Source: an optimization exercise on an open RTL-to-GDS flow (aim: small area, a short achievable clock period and few clock cycles per item). Production flows keep margins and buffers that such runs may drop. In this exercise RTL edits were held to simulation tests only and were not proved equivalent to the original. Power figures rest on the tool's default switching activity, not on a simulated workload.

==> flow/design.v (outline; a module is shown in full before it is edited, if it fits) <==
// module SET: 2778 lines
module SET ( clk , rst, en, central, radius, mode, busy, valid, candidate );
  // ...
==> flow/flow/run.sh <==
#!/bin/bash
# Own flow: the standard layout (standard.sh), with two changes:
#  - synthesis maps logic with the ABC script in flow/area.abc instead of ORFS's
#    abc_speed.script (everything else in synthesis is synth_recipe.tcl unchanged);
#  - port buffering uses sky130_fd_sc_hd__buf_4 for every input and output port.
set -euo pipefail
W=$(pwd)
export FLOW_FLOW_ABC_SCRIPT="$W/flow/area.abc"
cat flow/abc_override.tcl synth_recipe.tcl > my_synth.tcl
sed -e "s#SYNTH_SCRIPT=[^ ]*#SYNTH_SCRIPT=$W/my_synth.tcl#" \
    -e "s#CLKGATE_MAP_FILE= #CLKGATE_MAP_FILE= 'BUFFER_PORTS_ARGS=-buffer_cell sky130_fd_sc_hd__buf_4' #" \
    standard.sh > my_standard.sh
grep -q "SYNTH_SCRIPT=$W/my_synth.tcl" my_standard.sh
grep -q "BUFFER_PORTS_ARGS" my_standard.sh
bash my_standard.sh > make_flow.log 2>&1
==> flow/flow/abc_override.tcl <==
# Same synthesis as synth_recipe.tcl, except that the technology-mapping ABC call
# uses the script in flow/area.abc instead of ORFS's abc_speed.script.
proc abc {args} {
  set i [lsearch -exact $args -script]
  if {$i >= 0} { lset args [expr {$i + 1}] $::env(FLOW_FLOW_ABC_SCRIPT) }
  puts "abc (flow override): $args"
  yosys abc {*}$args
}
==> flow/flow/area.abc <==
strash
&get -n
&fraig -x
&put
scorr
dc2
dretime
strash
&get -n
&dch -f
&nf
&put
==> flow/standard.sh <==
#!/bin/bash
# synth_recipe.tcl (not shown) runs the flow's synth.tcl, then flattens the netlist and writes it again
# the make line also repeats each setting of config.mk as NAME=value (left out here)
make -C /OpenROAD-flow-scripts/flow DESIGN_CONFIG=/design/flow/config.mk WORK_HOME=/design/flow/orfs CLKGATE_MAP_FILE= SYNTH_SCRIPT=/design/flow/synth_recipe.tcl "${@:-finish}"
==> flow/config.mk <==
export PLATFORM = sky130hd
export DESIGN_NAME = SET
export DESIGN_NICKNAME = SET
export VERILOG_FILES = /design/flow/design.v
export SDC_FILE = /design/flow/constraint.sdc
export NUM_CORES = 4
export LEC_CHECK = 0
export CAP_MARGIN = 20
export CORE_MARGIN = 2
export CORE_UTILIZATION = 60
export SETUP_SLACK_MARGIN = 5
export SLEW_MARGIN = 20
==> flow/constraint.sdc <==
create_clock -name core_clock -period 11.0 [get_ports {clk}]
set_input_delay 2.2000 -clock core_clock [delete_from_list [all_inputs] [get_ports {clk}]]
set_output_delay 2.2000 -clock core_clock [all_outputs]
set_load 0.01 [all_outputs]
==> impl_metrics.csv, run 1 <==
group,metric,value,unit
critical_path,slowest_delay,0.87,ns
yosys,synth_xor_area_share,1.08,%
placed_design,dp_slack,3.65,ns
clock_network,cts.hold.buffers_added,0,
power_and_ir_drop,power,2830,µW
finish,reg_top3,"ps (21), valid (1)",
global_routing,grt_usage,51.5,%
placed_design,dp.cells,2295,
run,drv_cap,0,
global_routing,met1_usage,63.9,%
outcome,status,"no timing/DRC/antenna violations",
power_and_ir_drop,powerComb,2600,µW
routing,totalWireLength,63000,µm
timing,drv_slew,0,
finish,multi_input_area_share,83.9,%
global_routing,grt_pass1_vias,16700,
critical_path,end_kind,"flop",
yosys,synth_simple_gate_area_share,26.6,%
critical_path,path_class,"in -> reg",
timing,rsz0062_at_grt,"yes",
routing,via_per_inst,8.01,
finish,seq_cell_count,22,
placed_design,placed_area,0.0140,mm²
finish,drive_gt1_share,22.0,%
yosys,synth-async-reset-ratio,4.55,%
global_routing,grt-busiest-layer,"met2",
yosys,synth_top_family_by_area,"compound AO/OA/AOI/OAI gates",
yosys,synth_mux_area_share,4.55,%
power_and_ir_drop,sw_frac_of_total,52.7,%
power_and_ir_drop,pwr-share-seq,5.5,%
clock_network,cts_tree,"yes",
global_routing,grt_use_met3,19.4,%
yosys,synth-edff-count,0,
floorplan,die-area,0.0228,mm²
Testbench counts, summed over its fixed seeds: cycles 520, items 512.
==> run 2: changes to the inputs <==
--- a/flow/design.v
+++ b/flow/design.v
@@ -2767,12 +2767,13 @@
 wire t107 = t100 ^ t101 ^ ps[20];
 wire t108 = (t100 & t101) | (t100 & ps[20]) | (t101 & ps[20]);
 wire t109 = t104 ^ t105 ^ ps[18];
 wire t110 = (t104 & t105) | (t104 & ps[18]) | (t105 & ps[18]);
 wire t111 = t110 ^ t106 ^ t107;
 wire t112 = (t110 & t106) | (t110 & t107) | (t106 & t107);
 wire t113 = t112 ^ t108 ^ t102;
 wire t114 = (t112 & t108) | (t112 & t102) | (t108 & t102);
-wire [7:0] sa = {1'b0, 1'b0, t114, t113, t111, t109, t103, t87};
-wire [7:0] sb = {1'b0, 1'b0, 1'b0, 1'b0, 1'b0, 1'b0, 1'b0, ps[3]};
-assign candidate = sa + sb;
+wire [6:0] sa = {1'b0, t114, t113, t111, t109, t103, t87};
+wire [6:0] sb = {1'b0, 1'b0, 1'b0, 1'b0, 1'b0, 1'b0, ps[3]};
+wire [6:0] sum = sa + sb;
+assign candidate = {1'b0, sum};
 endmodule
==> flow/flow/run.sh (replaced) <==
#!/bin/bash
# Own flow: the standard layout (standard.sh), with these changes:
#  - synthesis maps logic with the ABC script in flow/area.abc instead of ORFS's
#    abc_speed.script (everything else in synthesis is synth_recipe.tcl unchanged);
#  - no full/half-adder cell extraction (ADDER_MAP_FILE empty), so ABC maps the adders too;
#  - port buffering uses sky130_fd_sc_hd__buf_4 for every input and output port.
set -euo pipefail
W=$(pwd)
export FLOW_FLOW_ABC_SCRIPT="$W/flow/area.abc"
cat flow/abc_override.tcl synth_recipe.tcl > my_synth.tcl
sed -e "s#SYNTH_SCRIPT=[^ ]*#SYNTH_SCRIPT=$W/my_synth.tcl#" \
    -e "s#CLKGATE_MAP_FILE= #CLKGATE_MAP_FILE= ADDER_MAP_FILE= 'BUFFER_PORTS_ARGS=-buffer_cell sky130_fd_sc_hd__buf_4' #" \
    standard.sh > my_standard.sh
grep -q "SYNTH_SCRIPT=$W/my_synth.tcl" my_standard.sh
grep -q "BUFFER_PORTS_ARGS" my_standard.sh
bash my_standard.sh > make_flow.log 2>&1
==> flow/config.mk (replaced) <==
export PLATFORM = sky130hd
export DESIGN_NAME = SET
export DESIGN_NICKNAME = SET
export VERILOG_FILES = /design/flow/design.v
export SDC_FILE = /design/flow/constraint.sdc
export NUM_CORES = 4
export LEC_CHECK = 0
export CAP_MARGIN = 20
export CORE_MARGIN = 2
export CORE_UTILIZATION = 50
export SETUP_SLACK_MARGIN = 4
export SLEW_MARGIN = 20
==> run 2 against run 1 <==
  * Largest cell class unchanged
  * Global-route usage decreased by 6.2 points
  * Routed wire length increased by 6.2%
  * Sequential power increased by 3%
  * Setup slack got worse by 0.50 ns
  * Critical endpoint is now ps[12]
==> impl_metrics.csv, run 2 <==
group,metric,value,unit
outcome,status,"no timing/DRC/antenna violations",
finish,fillers,2734,
timing,finalSetupTns,0,ns
timing,period_share,63.8,%
critical_path,path_max_fanout,47,
routing,post_drt_wl_per_cell,26.0,µm
yosys,synth_mux_area_share,3.54,%
power_and_ir_drop,leakage,0.00504,µW
yosys,synth_simple_gate_area_share,29.5,%
timing,rsz0062_at_grt,"yes",
timing,fin_crit,7.02,ns
critical_path,path_class,"in -> reg",
timing,hold_violations,0,
yosys,ys_seq_elements,22,
yosys,netlist_top_cells_area,"o21ai_0, a21oi_1, nand2_1",
yosys,synth-async-reset-ratio,4.55,%
routing,vias,19800,
critical_path,start_kind,"primary input",
hold_path,hold_class,"in -> async",
floorplan,die-area,0.0281,mm²
clock_network,numCtsBuffers,3,
placed_design,placed_area,0.0144,mm²
critical_path,end_kind,"flop",
yosys,yosys.cell_types.count,72,
timing,fmax,143,MHz
routing,drtIter0Drc,3605,
finish,mostFrequentLayoutCells,"nand2_1, nor2_1, a21oi_1",
finish,synthToLayoutAreaGrowth,8.96,%
yosys,synth_nets,2190,
clock_network,htreeDepth,1,
critical_path,required,11.12,ns
yosys,yosys_most_used_dff,"dfxtp_1",
global_routing,grt_pass1_wl,101000,µm
clock_network,clkTransAtPathRegs,0.06,ns
floorplan,rows,59,
clock_network,cts.sinks,22,
floorplan,coreArea,0.0262,mm²
timing,drv_slew,0,
yosys,synth_common_cells,"nand2_1, nor2_1, o21ai_0",
power_and_ir_drop,peakVddDrop,0.246,mV
finish,reg_top3,"ps (21), valid (1)",
critical_path,path_delay_family,"compound AO/OA/AOI/OAI gates",
yosys,synth_top_family_by_area,"compound AO/OA/AOI/OAI gates",
clock_network,cts_tree,"yes",
global_routing,grt_pass1_vias,17300,
timing,slew_headroom,10.9,%
clock_network,cts-root-buf,"clkbuf_16",
yosys,synth_xor_area_share,7.15,%
global_routing,grt.overflow.total,0,
yosys,synth-seq-area-share,3.32,%
floorplan,die_w,168,µm
yosys,synthAdderAreaFrac,4.71,%
run,drv_cap,0,
routing,drc,0,
floorplan,die_h,168,µm
critical_path,path_cells,"buf_4 -> nand4bb_1 -> or3_1 -> a211oi_2 -> a221oi_1 -> o21ai_0 -> o21ai_0 -> maj3_1 -> o21ai_0 -> maj3_1 -> clkinv_1 -> maj3_1",
floorplan,initial_core_util,51.1,%
routing,first_pass_iters,12,
finish,layout.nets,2276,
finish,multi_input_area,0.0129,mm²
global_routing,grt_max_degree,48,
timing,finalSetupViolations,0,
critical_path,critPathBufInv,2,
finish,largest-register,"ps",
yosys,synthMostInstantiatedCell,"nand2_1",
placed_design,dpl.hpwl,51600,µm
floorplan,num_io_pins,51,
routing,via_per_inst,7.69,
finish,antennaDiodeCount,0,
yosys,ys_warn_count,1,
finish,regArea,445,µm²
routing,totalWireLength,66900,µm
yosys,synth-compound-area-share,50.8,%
yosys,synth-edff-count,0,
finish,final_common_cell,"nand2_1",
global_routing,grt_usage,45.3,%
power_and_ir_drop,power,2480,µW
placed_design,numPortBuffers,46,
critical_path,slowest_delay,0.96,ns
global_routing,grt_antenna_before_repair,0,
critical_path,crit_slowest_cell,"a211oi_2",
finish,drive_gt1_share,4.74,%
yosys,postSynthCellCount,2149,
yosys,syn_area_per_cell,6.24,µm²
yosys,synth_top_area_share,8.74,%
routing,antenna_left,0,
critical_path,worstPathArrival,7.13,ns
yosys,synth_area,0.0134,mm²
timing,worst_pin_slew,1.34,ns
placed_design,gp_congestion,1.16,
finish,largest_reg_flops,21,
finish,postLayoutCellArea,0.0146,mm²
clock_network,clock_path_buffers,2,
power_and_ir_drop,power_density,170,mW/mm²
yosys,synth_top_area_cell,"o21ai_0",
==> run 2: cell count changes after synthesis, moves of 13 or more <==
cell,previous run,this run
o21ai_0,157,234
clkinv_1,87,30
fa_1,57,0
xnor2_1,8,56
o22ai_1,64,111
nand3_1,43,79
ha_1,27,0
xor2_1,8,32
nor3_1,48,71
a31oi_1,51,29
o221ai_1,52,35
a21oi_1,215,230
a22oi_1,35,49
o32ai_1,2,15
==> run 2: power breakdown <==
| group | switching [µW] | internal, µW |
|---|---|---|
| Clock | 28.2 | 72.2 |
| Combinational | 1290 | 931 |
| Sequential | 28.4 | 132 |
==> run 2: worst paths after layout <==
| check | startpoint | to | slack (ns) | cells after the start |
|---|---|---|---|---|
| max in group asynchronous | rst | valid | 9.14 | 2 |
| max | central[5] | ps[12] | 3.98 | 12 |
| min | rst | valid | 1.77 | 2 |
| min in group core_clock | en | valid | 2.05 | 1 |
==> run 2: layer usage <==
layer  routed length (µm)  global-route usage (%)  up-vias
li1                     -                       -     8762
met1                24000                    56.5     8898
met2                27200                    69.9     1688
met3                10200                    12.8      419
met4                 5470                    26.1        0
met5                    0                       0        -
==> run 2: cell type report <==
class,instances,share of cell area (%)
Inverter,30,0.797
Clock buffer,3,0.514
Multi-Input combinational cell,2095,88.3
Tap cell,335,2.87
Clock inverter,1,0.206
Sequential cell,22,3.05
Timing Repair Buffer,83,4.27
==> run 2: logic make-up (layout without fill, tap and decap cells) <==
kind of cell / after synthesis / count (layout)
buf+inv: 32 / 117
other cells: 1 / 1
simple gates: 852 / 852
compound gates: 1044 / 1044
fa+ha+maj: 63 / 63
mux: 39 / 39
flops: 22 / 22
xor+xnor: 96 / 96
==> run 2: repair_timing <==
| item | 4_1_cts | 5_1_grt |
|---|---|---|
| hold buffers | 0 | 0 |
| buffers inserted | 0 | 6 |
| gates cloned | 0 | 0 |
| endpoints found under the setup margin | 2 | 8 |
| pin swaps | 0 | 1 |
| resized for setup | 1 | 7 |
==> run 2: metrics by stage <==
stage | hold slack, ns | util [%] | setup slack [ns] | instances
floorplan | 1.92 | - | 4.78 | 2149
global placement | 2.04 | 54.9 | 3.52 | 2559
detailed placement | 2.04 | 54.9 | 3.50 | 2559
CTS | 1.77 | 55.4 | 4.01 | 2563
global route | 1.77 | 55.7 | 3.95 | 2569
finish | 1.77 | 55.7 | 3.98 | 2569
Testbench counts of run 2, summed over its fixed seeds: cycles 520, items 512.
==> run 3: changes to the inputs <==
--- a/flow/config.mk
+++ b/flow/config.mk
@@ -7,6 +7,6 @@
 export LEC_CHECK = 0
 export CAP_MARGIN = 20
 export CORE_MARGIN = 2
-export CORE_UTILIZATION = 50
-export SETUP_SLACK_MARGIN = 4
+export CORE_UTILIZATION = 45
+export SETUP_SLACK_MARGIN = 5
 export SLEW_MARGIN = 20
==> run 3 against run 2 <==
  * Utilization is 0.20 points lower
  * Combinational power is 7% higher
  * Sequential power hardly changed
  * Synthesized cell count stayed put
  * Count of clock-buffer cells in the layout stayed put
  * Largest power group unchanged
  * Cell area is 12% higher
  * Critical path depth stayed put
  * Critical path type unchanged
  * Sequential share of layout area is 0.33 points lower
  * Global-route usage is 1.6 points lower
  * Clock power hardly changed
  * Final cell count is 4.2% higher
  * Die area is 11% higher
==> impl_metrics.csv, run 3 <==
group,metric,value,unit
outcome,status,"no timing/DRC/antenna violations",
critical_path,start_kind,"primary input",
global_routing,grtUsageMet2,65.9,%
power_and_ir_drop,power_density,160,mW/mm²
floorplan,rows,63,
yosys,synth_top_area_cell,"o21ai_0",
timing,worst_pin_slew,1.21,ns
finish,largest_reg_flops,21,
yosys,synth_nets,2190,
yosys,synth-async-reset-ratio,4.55,%
yosys,synthMostInstantiatedCell,"nand2_1",
timing,finalSetupTns,0,ns
critical_path,end_kind,"flop",
power_and_ir_drop,leakage,0.00559,µW
clock_network,clock_path_buffers,2,
floorplan,die_h,177,µm
finish,largest-register,"ps",
yosys,synth_simple_gate_area_share,29.5,%
timing,period_share,54.1,%
critical_path,critPathCapture,"ps[20]",
routing,drc,0,
yosys,ys_warn_count,1,
clock_network,htreeDepth,1,
floorplan,die_w,177,µm
placed_design,dp_slack,3.73,ns
timing,setup_slack,5.05,ns
finish,mostFrequentLayoutCells,"nand2_1, nor2_1, a21oi_1",
power_and_ir_drop,peakVddDrop,0.211,mV
yosys,synth_top_family_by_area,"compound AO/OA/AOI/OAI gates",
global_routing,met1_usage,58.8,%
yosys,netlist_top_cells_area,"o21ai_0, a21oi_1, nand2_1",
finish,layout.nets,2330,
yosys,synth_area,0.0134,mm²
clock_network,cts_tree,"yes",
global_routing,grt.overflow.total,0,
timing,drv_slew,0,
yosys,synth_common_cells,"nand2_1, nor2_1, o21ai_0",
placed_design,dpl.hpwl,54100,µm
finish,antennaDiodeCount,0,
clock_network,cts.sinks,22,
yosys,synth_top_area_share,8.74,%
clock_network,cts-root-buf,"clkbuf_16",
critical_path,cp-startpoint,"central[9]",
yosys,yosys.cell_types.count,72,
global_routing,grt-busiest-layer,"met2",
routing,drtIter0Drc,3035,
critical_path,required,11.11,ns
routing,post_drt_wl_per_cell,26.8,µm
global_routing,grt_pass1_vias,16800,
yosys,postSynthCellCount,2149,
clock_network,numCtsBuffers,3,
placed_design,gp_congestion,1.05,
yosys,ys_seq_elements,22,
global_routing,grt_usage,43.7,%
run,drv_cap,0,
routing,totalWireLength,71700,µm
global_routing,grt_pass1_wl,105000,µm
routing,antenna_left,0,
hold_path,hold_class,"in -> async",
yosys,synth_mux_area_share,3.54,%
yosys,syn_area_per_cell,6.24,µm²
timing,rsz0062_at_grt,"yes",
critical_path,worstPathArrival,6.06,ns
finish,reg_top3,"ps (21), valid (1)",
yosys,synth-seq-area-share,3.32,%
clock_network,clkTransAtPathRegs,0.06,ns
routing,via_per_inst,7.43,
timing,finalSetupViolations,0,
finish,fillers,3042,
finish,synthToLayoutAreaGrowth,22.1,%
global_routing,grt_use_met3,6.78,%
floorplan,coreArea,0.0295,mm²
floorplan,initial_core_util,45.5,%
critical_path,path_class,"in -> reg",
floorplan,die-area,0.0312,mm²
timing,hold_violations,0,
floorplan,num_io_pins,51,
routing,vias,19900,
clock_network,cts.hold.buffers_added,0,
yosys,synth-compound-area-share,50.8,%
global_routing,grt_max_degree,48,
placed_design,numPortBuffers,46,
routing,first_pass_iters,10,
yosys,yosys_most_used_dff,"dfxtp_1",
yosys,synth_xor_area_share,7.15,%
finish,final_common_cell,"nand2_1",
critical_path,path_max_fanout,19,
global_routing,grt_antenna_before_repair,0,
yosys,synth-edff-count,0,
timing,fmax,168,MHz
timing,fin_crit,5.95,ns
finish,drive_gt1_share,16.7,%
yosys,synthAdderAreaFrac,4.71,%
timing,slew_headroom,19.0,%
## run 3: logic make-up (layout without fill, tap and decap cells)
kind of cell | count (synthesis) | in the layout
and+or+nand+nor | 852 | 852
adders and majority gates | 63 | 63
buffers and inverters | 32 | 171
AOI/OAI and AO/OA | 1044 | 1044
DFF | 22 | 22
xor gates and xnor gates | 96 | 96
muxes | 39 | 39
other | 1 | 1
## run 3: worst min-delay path by stage
stage / startpoint / to / cells after the start
2_1_floorplan: rst / valid / 1
3_3_place_gp: rst / valid / 2
3_5_place_dp: rst / valid / 2
4_1_cts: rst / valid / 2
5_1_grt: rst / valid / 2
6_report: rst / valid / 2
## run 3: area by class of cell
| cell class | instances | area [µm²] | share of cell area (%) |
|---|---|---|---|
| inverter | 30 | 144 | 0.879 |
| timing repair buffer | 137 | 1140 | 6.95 |
| sequential | 22 | 445 | 2.72 |
| clock inverter | 1 | 30.0 | 0.183 |
| multi-input combinational | 2095 | 14000 | 85.8 |
| clock buffer | 3 | 75.1 | 0.459 |
| tap | 390 | 488 | 2.98 |
## run 3: power breakdown
group	switching [µW]	internal [µW]
clock	27.7	72.1
sequential	26.6	132
combinational	1350	1010
## run 3: critical path: stages
cell and delay [ns]:
buf_4 0.19, o21a_1 0.30, nor3_1 0.80, a2bb2oi_1 0.24, a22oi_1 0.10, maj3_2 0.41
maj3_1 0.43, a22oi_2 0.25, nor2_1 0.07, or2_0 0.24, maj3_1 0.40, maj3_1 0.41
## run 3: through the flow
step / utilization [%] / cell area (µm²) / hold slack (ns) / instances / power (µW)
after global routing: 55.5 / 16400 / 1.78 / 2678 / 2810
after floorplan: - / 13400 / 1.92 / 2149 / 1680
final: 55.5 / 16400 / 1.77 / 2678 / 2620
after global placement: 49.0 / 14500 / 2.04 / 2610 / 2310
after detailed placement: 49.0 / 14500 / 2.04 / 2611 / 2330
after CTS: 51.6 / 15200 / 1.77 / 2634 / 2490
## run 3: repair_timing
action                                  4_1_cts  5_1_grt
setup buffers                                19       42
pin swaps                                     7       28
cloned                                        0        1
gates resized for setup                     145      221
endpoints found under the setup margin       20       18
## run 3: per-layer routing
metal  wire, µm  vias to the layer above  share of wire [%]
met5          0                        -                  0
met4       5600                        0                7.8
met3       8190                      318                 11
met2      29800                     1512                 42
met1      28100                     9188                 39
li1           -                     8888                  -

-- separate check: timing with driven ports --
The results above use ideal ports. As a check the final layouts listed here were re-extracted and re-timed, cells and wires unchanged. Step 1 (the two cells are an assumption about what drives the block):
set clk [get_ports {clk}]
set_driving_cell -lib_cell sky130_fd_sc_hd__clkbuf_16 $clk
set_driving_cell -lib_cell sky130_fd_sc_hd__buf_2 [delete_from_list [all_inputs] $clk]
Step 2 moves the port delays by t, midway between the first and last clock arrival at a register: inputs arrive t later, outputs are due t later. That takes back most of the time a late clock gives input paths. a / b / c = ideal ports / drivers / drivers and shift; a / b = the first two.
run | t, ns | setup slack, ns | latest minus earliest clock arrival (ns) | cell pins on the clock port's net
run 1 | 0.274 | 4.482 / 4.387 / 4.113 | 0.001 / 0.001 | 1
run 2 | 0.286 | 3.984 / 3.995 / 3.709 | 0.004 / 0.004 | 1
run 3 | 0.290 | 5.052 / 5.058 / 4.768 | 0.002 / 0.002 | 1
After both steps every run listed still meets setup and hold. For run 1, which loses most, drivers alone change the setup slack by -0.095 ns; drivers and shift together by -0.369 ns.
